From an optimization exercise on the open Yosys and OpenROAD flow, aimed at small area; shortcuts taken in it are not production practice.
The RTL was checked by simulation tests, not by an equivalence proof against the original design.
Power figures rest on the tool's default switching activity, not on a simulated workload.

alpha:
==> flow/design.v (excerpt) <==
module ram_tester
#(
     parameter AXI_ID           = 0
)
(
     input          clk_i
    ,input          rst_i
    ,input          cfg_awvalid_i
    ,input  [31:0]  cfg_awaddr_i
    ,input          cfg_wvalid_i
    ,input  [31:0]  cfg_wdata_i
    ,input  [3:0]   cfg_wstrb_i
    ,input          cfg_bready_i
    ,input          cfg_arvalid_i
    ,input  [31:0]  cfg_araddr_i
    ,input          cfg_rready_i
    ,input          outport_awready_i
    ,input          outport_wready_i
    ,input          outport_bvalid_i
    ,input  [1:0]   outport_bresp_i
    ,input  [3:0]   outport_bid_i
    ,input          outport_arready_i
    ,input          outport_rvalid_i
    ,input  [31:0]  outport_rdata_i
    ,input  [1:0]   outport_rresp_i
    ,input  [3:0]   outport_rid_i
    ,input          outport_rlast_i
    ,output         cfg_awready_o
    ,output         cfg_wready_o
    ,output         cfg_bvalid_o
    ,output [1:0]   cfg_bresp_o
    ,output         cfg_arready_o
    ,output         cfg_rvalid_o
    ,output [31:0]  cfg_rdata_o
    ,output [1:0]   cfg_rresp_o
    ,output         outport_awvalid_o
    ,output [31:0]  outport_awaddr_o
    ,output [3:0]   outport_awid_o
    ,output [7:0]   outport_awlen_o
    ,output [1:0]   outport_awburst_o
    ,output         outport_wvalid_o
    ,output [31:0]  outport_wdata_o
    ,output [3:0]   outport_wstrb_o
    ,output         outport_wlast_o
    ,output         outport_bready_o
    ,output         outport_arvalid_o
    ,output [31:0]  outport_araddr_o
    ,output [3:0]   outport_arid_o
    ,output [7:0]   outport_arlen_o
    ,output [1:0]   outport_arburst_o
    ,output         outport_rready_o
);
clock: 10.0 ns
lec_check: 0
cap_margin: 20
core_margin: 2
core_utilization: 50
slew_margin: 20
standard.sh (not shown) runs the stock make flow with config.mk's settings and CLKGATE_MAP_FILE= SYNTH_SCRIPT=/design/flow/synth_recipe.tcl, a recipe that flattens the netlist after the stock synthesis.
==> flow/flow/run.sh <==
#!/bin/bash
# The standard layout (standard.sh: the standard flow's synthesis and ORFS flow), with
# these changes to how the layout is made:
#  - synthesis is synth_recipe.tcl with ABC's script swapped for
#    flow/abc.script (flow/synth.tcl);
#  - port buffers are sky130_fd_sc_hd__buf_1 (every port still gets one);
#  - CTS builds the tree from clkbuf_8 (clusters of at most 16 sinks within
#    60 um) and inserts no dummy loads;
#  - after global routing, repair_timing -recover_power 100 downsizes gates
#    off the critical paths (ORFS's RECOVER_POWER).
# ORFS writes each step's full log under orfs/logs/; the make output goes to
# standard.log in this folder.
set -euo pipefail
export FLOW_WORK="$PWD"
export FLOW_ABC_SCRIPT="$PWD/flow/abc.script"
export BUFFER_PORTS_ARGS="-buffer_cell sky130_fd_sc_hd__buf_1"
export RECOVER_POWER=100
export CTS_ARGS="-sink_clustering_enable -repair_clock_nets -dont_use_dummy_load -buf_list sky130_fd_sc_hd__clkbuf_8 -sink_clustering_size 16 -sink_clustering_max_diameter 60"
sed "s#SYNTH_SCRIPT=[^ ]*synth_recipe\.tcl#SYNTH_SCRIPT=$PWD/flow/synth.tcl#" standard.sh > standard_abc.sh
grep -q "SYNTH_SCRIPT=$PWD/flow/synth.tcl" standard_abc.sh
bash standard_abc.sh > standard.log 2>&1
grep -q "flow: ABC script" orfs/logs/*/ram_tester/base/1_2_yosys.log
==> flow/flow/abc.script <==
&get -n
&st
&dch
&nf
&st
&syn2
&dch
&nf
&st
&dch
&nf
&put
buffer -c
topo
stime -c
upsize -c
dnsize -c
==> flow/flow/synth.tcl <==
# synth_recipe.tcl unchanged, except that ABC maps the logic with
# flow/abc.script (registers are mapped by dfflibmap before ABC runs, so
# they are the standard synthesis's).
trace add variable ::abc_args write flow_abc_script
proc flow_abc_script {args} {
  trace remove variable ::abc_args write flow_abc_script
  set i [lsearch -exact $::abc_args -script]
  lset ::abc_args [expr {$i + 1}] $::env(FLOW_ABC_SCRIPT)
  puts "flow: ABC script $::env(FLOW_ABC_SCRIPT)"
}
source $::env(FLOW_WORK)/synth_recipe.tcl
Finished, but not clean: alpha, with max-capacitance violations, max-slew violations.
Relative to alpha, the following input files were edited for beta:
- changing CORE_UTILIZATION from 50 to 70
-- flow/flow/run.sh --
<<< alpha, line 8
#    60 um) and inserts no dummy loads;
#  - after global routing, repair_timing -recover_power 100 downsizes gates
#    off the critical paths (ORFS's RECOVER_POWER).
# ORFS writes each step's full log under orfs/logs/; the make output goes to
>>> beta, line 8
#    60 um) and inserts no dummy loads;
#  - floorplan keeps synthesis's single tie-hi/tie-lo cell for the constant
#    outputs instead of one per load (SKIP_REPAIR_TIE_FANOUT).
# ORFS writes each step's full log under orfs/logs/; the make output goes to
<<< alpha, line 16
export BUFFER_PORTS_ARGS="-buffer_cell sky130_fd_sc_hd__buf_1"
export RECOVER_POWER=100
export CTS_ARGS="-sink_clustering_enable -repair_clock_nets -dont_use_dummy_load -buf_list sky130_fd_sc_hd__clkbuf_8 -sink_clustering_size 16 -sink_clustering_max_diameter 60"
>>> beta, line 16
export BUFFER_PORTS_ARGS="-buffer_cell sky130_fd_sc_hd__buf_1"
export SKIP_REPAIR_TIE_FANOUT=1
export CTS_ARGS="-sink_clustering_enable -repair_clock_nets -dont_use_dummy_load -buf_list sky130_fd_sc_hd__clkbuf_8 -sink_clustering_size 16 -sink_clustering_max_diameter 60"
Results
beta | stages: all done | timing, DRC, antenna: all pass
beta vs. alpha: fmax lost 2.3%; finished layout cell area lost about 1.4%; power lost 47 µW; global-route usage over all layers picked up an extra 8.7 points.

---

ram_tester again, from the RTL that the note above started with.
clock: 10.0 ns
lec_check: 0
cap_margin: 20
core_margin: 2
core_utilization: 50
slew_margin: 20
==> flow/flow/run.sh <==
#!/bin/bash
# The standard layout (standard.sh: the standard flow's synthesis and ORFS flow), with two
# changes to how the layout is made:
#  - port buffers are sky130_fd_sc_hd__buf_1 (every port still gets one);
#  - CTS builds the tree from clkbuf_8 (clusters of at most 14 sinks within
#    50 um) and inserts no dummy loads.
# ORFS writes each step's full log under orfs/logs/; the make output goes to
# standard.log in this folder.
set -euo pipefail
export BUFFER_PORTS_ARGS="-buffer_cell sky130_fd_sc_hd__buf_1"
export CTS_ARGS="-sink_clustering_enable -repair_clock_nets -dont_use_dummy_load -buf_list sky130_fd_sc_hd__clkbuf_8 -sink_clustering_size 14 -sink_clustering_max_diameter 50"
bash standard.sh > standard.log 2>&1
==> next run, changes <==
==> flow/flow/run.sh (replaced) <==
#!/bin/bash
# The standard layout (standard.sh: the standard flow's synthesis and ORFS flow), with
# these changes to how the layout is made:
#  - synthesis is synth_recipe.tcl with ABC's script swapped for
#    flow/abc.script (flow/synth.tcl);
#  - port buffers are sky130_fd_sc_hd__buf_1 (every port still gets one);
#  - CTS builds the tree from clkbuf_8 (clusters of at most 16 sinks within
#    60 um) and inserts no dummy loads.
# ORFS writes each step's full log under orfs/logs/; the make output goes to
# standard.log in this folder.
set -euo pipefail
export FLOW_WORK="$PWD"
export FLOW_ABC_SCRIPT="$PWD/flow/abc.script"
export BUFFER_PORTS_ARGS="-buffer_cell sky130_fd_sc_hd__buf_1"
export CTS_ARGS="-sink_clustering_enable -repair_clock_nets -dont_use_dummy_load -buf_list sky130_fd_sc_hd__clkbuf_8 -sink_clustering_size 16 -sink_clustering_max_diameter 60"
sed "s#SYNTH_SCRIPT=[^ ]*synth_recipe\.tcl#SYNTH_SCRIPT=$PWD/flow/synth.tcl#" standard.sh > standard_abc.sh
grep -q "SYNTH_SCRIPT=$PWD/flow/synth.tcl" standard_abc.sh
bash standard_abc.sh > standard.log 2>&1
grep -q "flow: ABC script" orfs/logs/*/ram_tester/base/1_2_yosys.log
==> flow/flow/abc.script (new file) <==
&get -n
&st
&dch
&nf
&st
&syn2
&dch
&nf
&st
&dch
&nf
&put
buffer -c
topo
stime -c
upsize -c
dnsize -c
==> flow/flow/synth.tcl (new file) <==
# synth_recipe.tcl unchanged, except that ABC maps the logic with
# flow/abc.script (registers are mapped by dfflibmap before ABC runs, so
# they are the standard synthesis's).
trace add variable ::abc_args write flow_abc_script
proc flow_abc_script {args} {
  trace remove variable ::abc_args write flow_abc_script
  set i [lsearch -exact $::abc_args -script]
  lset ::abc_args [expr {$i + 1}] $::env(FLOW_ABC_SCRIPT)
  puts "flow: ABC script $::env(FLOW_ABC_SCRIPT)"
}
source $::env(FLOW_WORK)/synth_recipe.tcl
Synthesized cell count shrinks by a few percent.
Worst setup slack degrades by 0.28 ns.
Flip-flop and latch count is unchanged.
Core utilization rises by 0.13 points.
Sequential share of layout area went up by 0.97 points.
Die area is lower by a few percent.

[static timing again, ports no longer ideal]
Ports are ideal in the flow. The routed layouts listed here were re-timed in OpenROAD. Step 1 sets driving cells, clkbuf_16 on the clock port and buf_2 on the other inputs (assumed; they add their load-dependent delay and slew). Step 2 moves the port delays by t, midway between the first and last clock arrival at a register: inputs arrive t later, outputs are due t later. That takes back most of the time a late clock gives input paths. Three values: ideal, step 1, step 2; two values: the first two.
run	t, ns	setup WS [ns]	latest minus earliest clock arrival (ns)	worst register clock-pin slew, ns	worst slew at a driven data input, ns
alpha	0.653	1.176 / 1.204 / 0.551	0.072 / 0.072	0.11 / 0.11	0.08
beta	0.596	0.965 / 0.993 / 0.398	0.074 / 0.073	0.11 / 0.11	0.06
the first run of note 2	0.683	1.472 / 1.507 / 0.823	0.099 / 0.099	0.09 / 0.09	0.04
the second run of note 2	0.647	1.195 / 1.225 / 0.578	0.069 / 0.068	0.11 / 0.11	0.08
The setup slack of the first run of note 2, which loses most, moves by +0.035 ns with the drivers and by -0.649 ns with both steps.
